What follows belongs to an exercise in optimizing a design on an open flow for small area, a short achievable clock period and few clock cycles; a production flow would make more cautious choices.
Where RTL was checked, it was by simulation tests only, not by an equivalence proof against the original.
The flow treats the clock pin as an ideal source. Dropping or thinning the clock tree relies on that and would not hold on a real chip.
Power figures rest on the tool's default switching activity, not on a simulated workload.

==> job 9124: inputs <==
Design conv2d_3x3_lb, start of the top module:
module conv2d_3x3_lb #(
    parameter MAX_W = 16
)(
    input         clk,
    input         reset,
    input         start,
    input  [7:0]  base_a,
    input  [7:0]  base_b,
    input  [7:0]  base_c,
    input  [4:0]  tile_w,    
    input  [4:0]  tile_h,    
    output reg    busy,
    output reg    done,
    output            a_en,
    output            a_we,          
    output reg  [7:0] a_addr,
    output      [31:0] a_di,         
    input       [31:0] a_dout,
    output            b_en,
    output            b_we,          
    output reg  [7:0] b_addr,
    output      [31:0] b_di,         
    input       [31:0] b_dout,
    output            c_en,
    output            c_we,
    output reg  [7:0] c_addr,
    output reg [31:0] c_di,
    input       [31:0] c_dout        
);
clock: 15.0 ns
lec_check: 0
cap_margin: 20
core_margin: 2
core_utilization: 70
place_density: 0.85
slew_margin: 20
synth_hierarchical: 1
synth_minimum_keep_size: 0
standard.sh (not shown) runs the stock make flow with config.mk's settings and CLKGATE_MAP_FILE= SYNTH_SCRIPT=/design/flow/synth_recipe.tcl, a recipe that flattens the netlist after the stock synthesis.
==> flow/flow/run.sh <==
#!/bin/bash
# Standard ORFS layout (the standard.sh, unchanged synthesis), with
#  - timing repair aimed well below the clock period (SETUP_SLACK_MARGIN),
#  - plain buffers on the ports instead of delay buffers,
#  - one tie cell for the constant outputs,
#  - a two-level clock tree (see post_cts.tcl).
# Every tool's output is in standard.log and in orfs/logs/.
set -euo pipefail
here=$(pwd)
bash standard.sh \
  SETUP_SLACK_MARGIN=11 \
  BUFFER_PORTS_ARGS="-buffer_cell sky130_fd_sc_hd__buf_2" \
  SKIP_REPAIR_TIE_FANOUT=1 \
  CTS_ARGS="-sink_clustering_enable -repair_clock_nets -sink_clustering_size 30 -sink_clustering_max_diameter 150 -dont_use_dummy_load" \
  POST_CTS_TCL="$here/flow/post_cts.tcl" \
  finish > standard.log 2>&1
Other scripts of this flow, unchanged in this note and not shown: flow/flow/post_cts.tcl
==> job 9646: changes against job 9124 <==
--- a/flow/design.v
+++ b/flow/design.v
@@ -1154,11 +1154,12 @@
   wire adG54 = ad_g[24] | (ad_p[24] & adG32);
   wire adG55 = ad_g[26] | (ad_p[26] & adG41);
   wire adG56 = ad_g[28] | (ad_p[28] & adG35);
   wire adG57 = ad_g[30] | (ad_p[30] & adG42);
   assign acc_next = ad_p ^ {adG57, adG42, adG56, adG35, adG55, adG41, adG54, adG32, adG53, adG40, adG52, adG34, adG51, adG39, adG50, adG29, adG49, adG38, adG48, adG33, adG47, adG37, adG46, adG25, adG45, adG36, adG44, adG17, adG43, adG1, ad_g[0], 1'b0};
-    wire go      = !busy && start;
+    wire running = rd_en | l1 | l2 | l3 | wr_en;
+    wire go      = !running && start;
     wire win_end = (kj == 2'd2) && (ki == 2'd2);
     always @(posedge clk) begin
         a_addr <= go ? base_a : a_addr + a_step;
         b_addr <= (go || win_end) ? base_b : b_addr + 8'd1;
         c_addr <= go ? base_c : c_addr + {7'd0, wr_en};
@@ -1187,11 +1188,11 @@
             done  <= 1'b0;
             l1    <= rd_en && win_end;
             l2    <= l1;
             l3    <= l2;
             wr_en <= l3;
-            if (!busy) begin
+            if (!running) begin
                 if (start) begin
                     busy    <= 1'b1;
                     rd_en   <= 1'b1;
                     kj      <= 2'd0;
                     ki      <= 2'd0;
- CORE_UTILIZATION: 70 -> 55
- PLACE_DENSITY: 0.85 -> 0.7
==> results.txt <==
|  | job 9124 | job 9646 |
|---|---|---|
| FF/Latch Area | 0.004707 mm^2 | 0.004722 mm^2 |
| Synthesized area per cell | 10.67 um^2 | 10.66 um^2 |
| Tightest slew margin relative to the limit | 50.13% | 45.74% |
| Layout Utilization | 75.40% | 59.07% |
| Clock latency at the later pin of the worst-skew pair | 0.32 ns | 0.31 ns |
| Vias in the first global route | 14.58k | 13.88k |
| Area of the mapped netlist | 0.01879 mm^2 | 0.01874 mm^2 |
| Sw Share | 44.25% | 43.72% |
| Seq/Total Area, Yosys | 24.67% | 24.73% |
| Internal power of the cells | 2.398 mW | 2.355 mW |
| Result of the run | finished clean | finished clean |
| First-pass iteration count of the detailed router | 7 | 6 |
| Combinational power share | 70.0% | 69.2% |
| Post-synthesis compound-gate area fraction | 13.93% | 13.72% |
Testbench counts of job 9646, summed over its fixed seeds: cycles 205,773.
For job 9124, only the layout was checked, not whether the RTL still works.

* * *

==> inputs of try-willow <==
conv2d_3x3_lb, a different RTL version from the one above (not shown whole).
==> flow/config.mk <==
export PLATFORM = sky130hd
export DESIGN_NAME = conv2d_3x3_lb
export DESIGN_NICKNAME = conv2d_3x3_lb
export VERILOG_FILES = /design/flow/design.v
export SDC_FILE = /design/flow/constraint.sdc
export NUM_CORES = 4
export LEC_CHECK = 0
export CAP_MARGIN = 20
export CORE_MARGIN = 2
export CORE_UTILIZATION = 40
export SLEW_MARGIN = 20
export SYNTH_HIERARCHICAL = 1
export SYNTH_MINIMUM_KEEP_SIZE = 0
==> flow/constraint.sdc <==
create_clock -name core_clock -period 15.0 [get_ports {clk}]
set_input_delay 3.0000 -clock core_clock [delete_from_list [all_inputs] [get_ports {clk}]]
set_output_delay 3.0000 -clock core_clock [all_outputs]
set_load 0.01 [all_outputs]
==> flow/flow/post_cts.tcl <==
# Runs at the end of ORFS's CTS step (POST_CTS_TCL hook).
# TritonCTS builds a root buffer, H-tree buffers and leaf (sink cluster)
# buffers. This design has few registers, so the H-tree level is removed: the
# root buffer drives every leaf buffer directly. Every register's clock still
# comes through two clkbuf_16, with nearly the same latency for all of them.
set block [ord::get_db_block]
set clk_net [[$block findBTerm clk] getNet]
proc is_clkbuf {inst} {
  return [string match "sky130_fd_sc_hd__clkbuf_*" [[$inst getMaster] getName]]
}
set root ""
set leaves {}
set middles {}
foreach inst [$block getInsts] {
  if {![is_clkbuf $inst]} { continue }
  set out [[$inst findITerm X] getNet]
  set in [[$inst findITerm A] getNet]
  if {$out == "NULL" || $in == "NULL"} { continue }
  if {[$out getSigType] != "CLOCK"} { continue }
  if {[$in getName] == [$clk_net getName]} { set root $inst; continue }
  set drives_buf 0
  foreach it [$out getITerms] {
    if {[$it isInputSignal] && [is_clkbuf [$it getInst]]} { set drives_buf 1 }
  }
  if {$drives_buf} { lappend middles $inst } else { lappend leaves $inst }
}
puts "post_cts: root [expr {$root == "" ? "none" : [$root getName]}], [llength $middles] middle buffers, [llength $leaves] leaf buffers"
if {$root != "" && [llength $middles] >= 1 && [llength $leaves] <= 12} {
  set root_net [[$root findITerm X] getNet]
  foreach inst $leaves {
    set a [$inst findITerm A]
    $a disconnect
    $a connect $root_net
  }
  foreach inst $middles {
    set out [[$inst findITerm X] getNet]
    odb::dbInst_destroy $inst
    if {[llength [$out getITerms]] == 0} { odb::dbNet_destroy $out }
  }
  puts "post_cts: the root buffer now drives the leaf buffers directly"
  estimate_parasitics -placement
  repair_timing_helper
  detailed_placement
  check_placement -verbose
  report_clock_latency
}
Scripts as last shown in full above: flow/flow/run.sh
==> inputs of try-sierra, as changes to try-willow <==
--- a/flow/design.v
+++ b/flow/design.v
@@ -907,26 +907,26 @@
   assign nxt_s[31] = x479;
   assign nxt_c[31] = hc450;
   wire [31:0] accm = c_di & {32{~f3}};
   wire [31:0] csa_s, csa_c;
   assign csa_c[0] = 1'b0;
   fa3 u_csa0 (accm[0], p_s[0], p_c[0], csa_s[0], csa_c[1]);
-  ha2 u_csa1 (accm[1], p_s[1], csa_s[1], csa_c[2]);
-  ha2 u_csa2 (accm[2], p_s[2], csa_s[2], csa_c[3]);
-  ha2 u_csa3 (accm[3], p_s[3], csa_s[3], csa_c[4]);
-  ha2 u_csa4 (accm[4], p_s[4], csa_s[4], csa_c[5]);
-  ha2 u_csa5 (accm[5], p_s[5], csa_s[5], csa_c[6]);
-  ha2 u_csa6 (accm[6], p_s[6], csa_s[6], csa_c[7]);
-  ha2 u_csa7 (accm[7], p_s[7], csa_s[7], csa_c[8]);
+  fa3 u_csa1 (accm[1], p_s[1], p_c[1], csa_s[1], csa_c[2]);
+  fa3 u_csa2 (accm[2], p_s[2], p_c[2], csa_s[2], csa_c[3]);
+  fa3 u_csa3 (accm[3], p_s[3], p_c[3], csa_s[3], csa_c[4]);
+  fa3 u_csa4 (accm[4], p_s[4], p_c[4], csa_s[4], csa_c[5]);
+  fa3 u_csa5 (accm[5], p_s[5], p_c[5], csa_s[5], csa_c[6]);
+  fa3 u_csa6 (accm[6], p_s[6], p_c[6], csa_s[6], csa_c[7]);
+  fa3 u_csa7 (accm[7], p_s[7], p_c[7], csa_s[7], csa_c[8]);
   fa3 u_csa8 (accm[8], p_s[8], p_c[8], csa_s[8], csa_c[9]);
-  ha2 u_csa9 (accm[9], p_s[9], csa_s[9], csa_c[10]);
-  ha2 u_csa10 (accm[10], p_s[10], csa_s[10], csa_c[11]);
+  fa3 u_csa9 (accm[9], p_s[9], p_c[9], csa_s[9], csa_c[10]);
+  fa3 u_csa10 (accm[10], p_s[10], p_c[10], csa_s[10], csa_c[11]);
   fa3 u_csa11 (accm[11], p_s[11], p_c[11], csa_s[11], csa_c[12]);
-  ha2 u_csa12 (accm[12], p_s[12], csa_s[12], csa_c[13]);
+  fa3 u_csa12 (accm[12], p_s[12], p_c[12], csa_s[12], csa_c[13]);
   fa3 u_csa13 (accm[13], p_s[13], p_c[13], csa_s[13], csa_c[14]);
-  ha2 u_csa14 (accm[14], p_s[14], csa_s[14], csa_c[15]);
+  fa3 u_csa14 (accm[14], p_s[14], p_c[14], csa_s[14], csa_c[15]);
   fa3 u_csa15 (accm[15], p_s[15], p_c[15], csa_s[15], csa_c[16]);
   fa3 u_csa16 (accm[16], p_s[16], p_c[16], csa_s[16], csa_c[17]);
   fa3 u_csa17 (accm[17], p_s[17], p_c[17], csa_s[17], csa_c[18]);
   fa3 u_csa18 (accm[18], p_s[18], p_c[18], csa_s[18], csa_c[19]);
   fa3 u_csa19 (accm[19], p_s[19], p_c[19], csa_s[19], csa_c[20]);
   fa3 u_csa20 (accm[20], p_s[20], p_c[20], csa_s[20], csa_c[21]);
@@ -1024,19 +1024,12 @@
   wire adG53 = ad_g[22] | (ad_p[22] & adG40);
   wire adG54 = ad_g[24] | (ad_p[24] & adG32);
   wire adG55 = ad_g[26] | (ad_p[26] & adG41);
   wire adG56 = ad_g[28] | (ad_p[28] & adG35);
   wire adG57 = ad_g[30] | (ad_p[30] & adG42);
   assign acc_next = ad_p ^ {adG57, adG42, adG56, adG35, adG55, adG41, adG54, adG32, adG53, adG40, adG52, adG34, adG51, adG39, adG50, adG29, adG49, adG38, adG48, adG33, adG47, adG37, adG46, adG25, adG45, adG36, adG44, adG17, adG43, adG1, ad_g[0], 1'b0};
-    wire go      = !busy && start;
-    wire win_end = (kj == 2'd2) && (ki == 2'd2);
-    always @(posedge clk) begin
-        a_addr <= go ? base_a : a_addr + a_step;
-        b_addr <= (go || win_end) ? base_b : b_addr + 8'd1;
-        c_addr <= go ? base_c : c_addr + {7'd0, wr_en};
-    end
     always @(posedge clk) begin
         A_r   <= a_dout;
         bneg  <= enc_neg;
         bone  <= enc_one;
         btwo  <= enc_two;
         p_s   <= nxt_s;
@@ -1052,40 +1045,50 @@
             done  <= 1'b0;
             rd_en <= 1'b0;
             wr_en <= 1'b0;
             l1 <= 1'b0; l2 <= 1'b0; l3 <= 1'b0;
         end else begin
             done  <= 1'b0;
-            l1    <= rd_en && win_end;
+            l1    <= rd_en && (kj == 2'd2) && (ki == 2'd2);
             l2    <= l1;
             l3    <= l2;
             wr_en <= l3;
             if (!busy) begin
                 if (start) begin
                     busy    <= 1'b1;
                     rd_en   <= 1'b1;
+                    a_addr  <= base_a;
+                    b_addr  <= base_b;
+                    c_addr  <= base_c;
                     kj      <= 2'd0;
                     ki      <= 2'd0;
                     ox_left <= tile_w - 5'd3;
                     oy_left <= tile_h - 5'd3;
                     wr      <= tile_w;
                 end
             end else begin
-                if (wr_en && !rd_en && !l3) begin
-                    busy <= 1'b0;
-                    done <= 1'b1;
+                if (wr_en) begin
+                    c_addr <= c_addr + 8'd1;
+                    if (!rd_en && !l3) begin
+                        busy <= 1'b0;
+                        done <= 1'b1;
+                    end
                 end
                 if (rd_en) begin
+                    a_addr <= a_addr + a_step;
                     if (kj != 2'd2) begin
                         kj     <= kj + 2'd1;
+                        b_addr <= b_addr + 8'd1;
                     end else if (ki != 2'd2) begin
                         kj     <= 2'd0;
                         ki     <= ki + 2'd1;
+                        b_addr <= b_addr + 8'd1;
                     end else begin
                         kj     <= 2'd0;
                         ki     <= 2'd0;
+                        b_addr <= base_b;
                         if (!row_end) begin
                             ox_left <= ox_left - 5'd1;
                         end else begin
                             ox_left <= wr - 5'd3;
                             if (oy_left == 5'd0)
                                 rd_en <= 1'b0;
==> flow/flow/run.sh (replaced) <==
#!/bin/bash
# Standard ORFS layout (the standard.sh, unchanged synthesis), with
# timing repair aimed well below the clock period, plain buffers on the ports
# instead of delay buffers, and a two-level clock tree (see post_cts.tcl).
set -euo pipefail
here=$(pwd)
bash standard.sh \
  SETUP_SLACK_MARGIN=11 \
  BUFFER_PORTS_ARGS="-buffer_cell sky130_fd_sc_hd__buf_2" \
  CTS_ARGS="-sink_clustering_enable -repair_clock_nets -sink_clustering_size 30 -sink_clustering_max_diameter 150 -dont_use_dummy_load" \
  POST_CTS_TCL="$here/flow/post_cts.tcl" \
  finish > standard.log 2>&1
==> comparison table <==
Mapped cell area: try-sierra 19000 sq um; try-willow 18700 sq um
Die area: try-sierra 49200 sq um; try-willow 48500 sq um
Portion of total power attributed to sequential cells: try-sierra 20.0%; try-willow 20.3%
Overall via count from detail_route: try-sierra 13.7k; try-willow 13.8k
Chip width: try-sierra 222 microns; try-willow 220 microns
Status: try-sierra finished clean; try-willow finished clean
Global routing usage summed across all routing layers: try-sierra 22.0%; try-willow 22.6%
Comb_multi_in: try-sierra 1336; try-willow 1283
Global-route wire length before repair: try-sierra 83.6 mm; try-willow 83.0 mm
Multi-input gate share of total cell area: try-sierra 61.0%; try-willow 60.8%
Fraction of area in registers: try-sierra 22.3%; try-willow 21.9%
Maximum number of pins on one net before global-route repair: try-sierra 55; try-willow 67
Slowest cell delay on critical path: try-sierra 0.44 ns; try-willow 0.58 ns
Ant. Diodes: try-sierra 3; try-willow 1
Testbench counts of try-willow, summed over its fixed seeds: cycles 205,773.
No functional check of the RTL was part of try-sierra.

[separate check: timing with driven ports]
The results above use ideal ports. As a check the final layouts listed here were re-extracted and re-timed, cells and wires unchanged.
Step 1 sets driving cells, clkbuf_16 on the clock port and buf_2 on the other inputs (assumed; they add their load-dependent delay and slew).
Step 2 also shifts input and output timing later by t, the mid clock arrival at the registers, as if the neighbouring blocks saw the same clock.
Slacks: no drivers / after step 1 / after step 2; pairs: no drivers / after step 1.
run	t (ns)	slack for setup (ns)	clock arrival spread, ns
job 9124	0.411	10.965 / 10.965 / 10.695	0.054 / 0.054
job 9646	0.413	11.097 / 11.077 / 10.786	0.038 / 0.038
try-willow	0.465	11.057 / 11.008 / 10.669	0.045 / 0.044
try-sierra	0.475	10.953 / 10.896 / 10.722	0.052 / 0.052
After both steps setup and hold are still met in every run listed. For try-willow, which loses most, drivers alone change the setup slack by -0.049 ns; drivers and shift together by -0.388 ns.
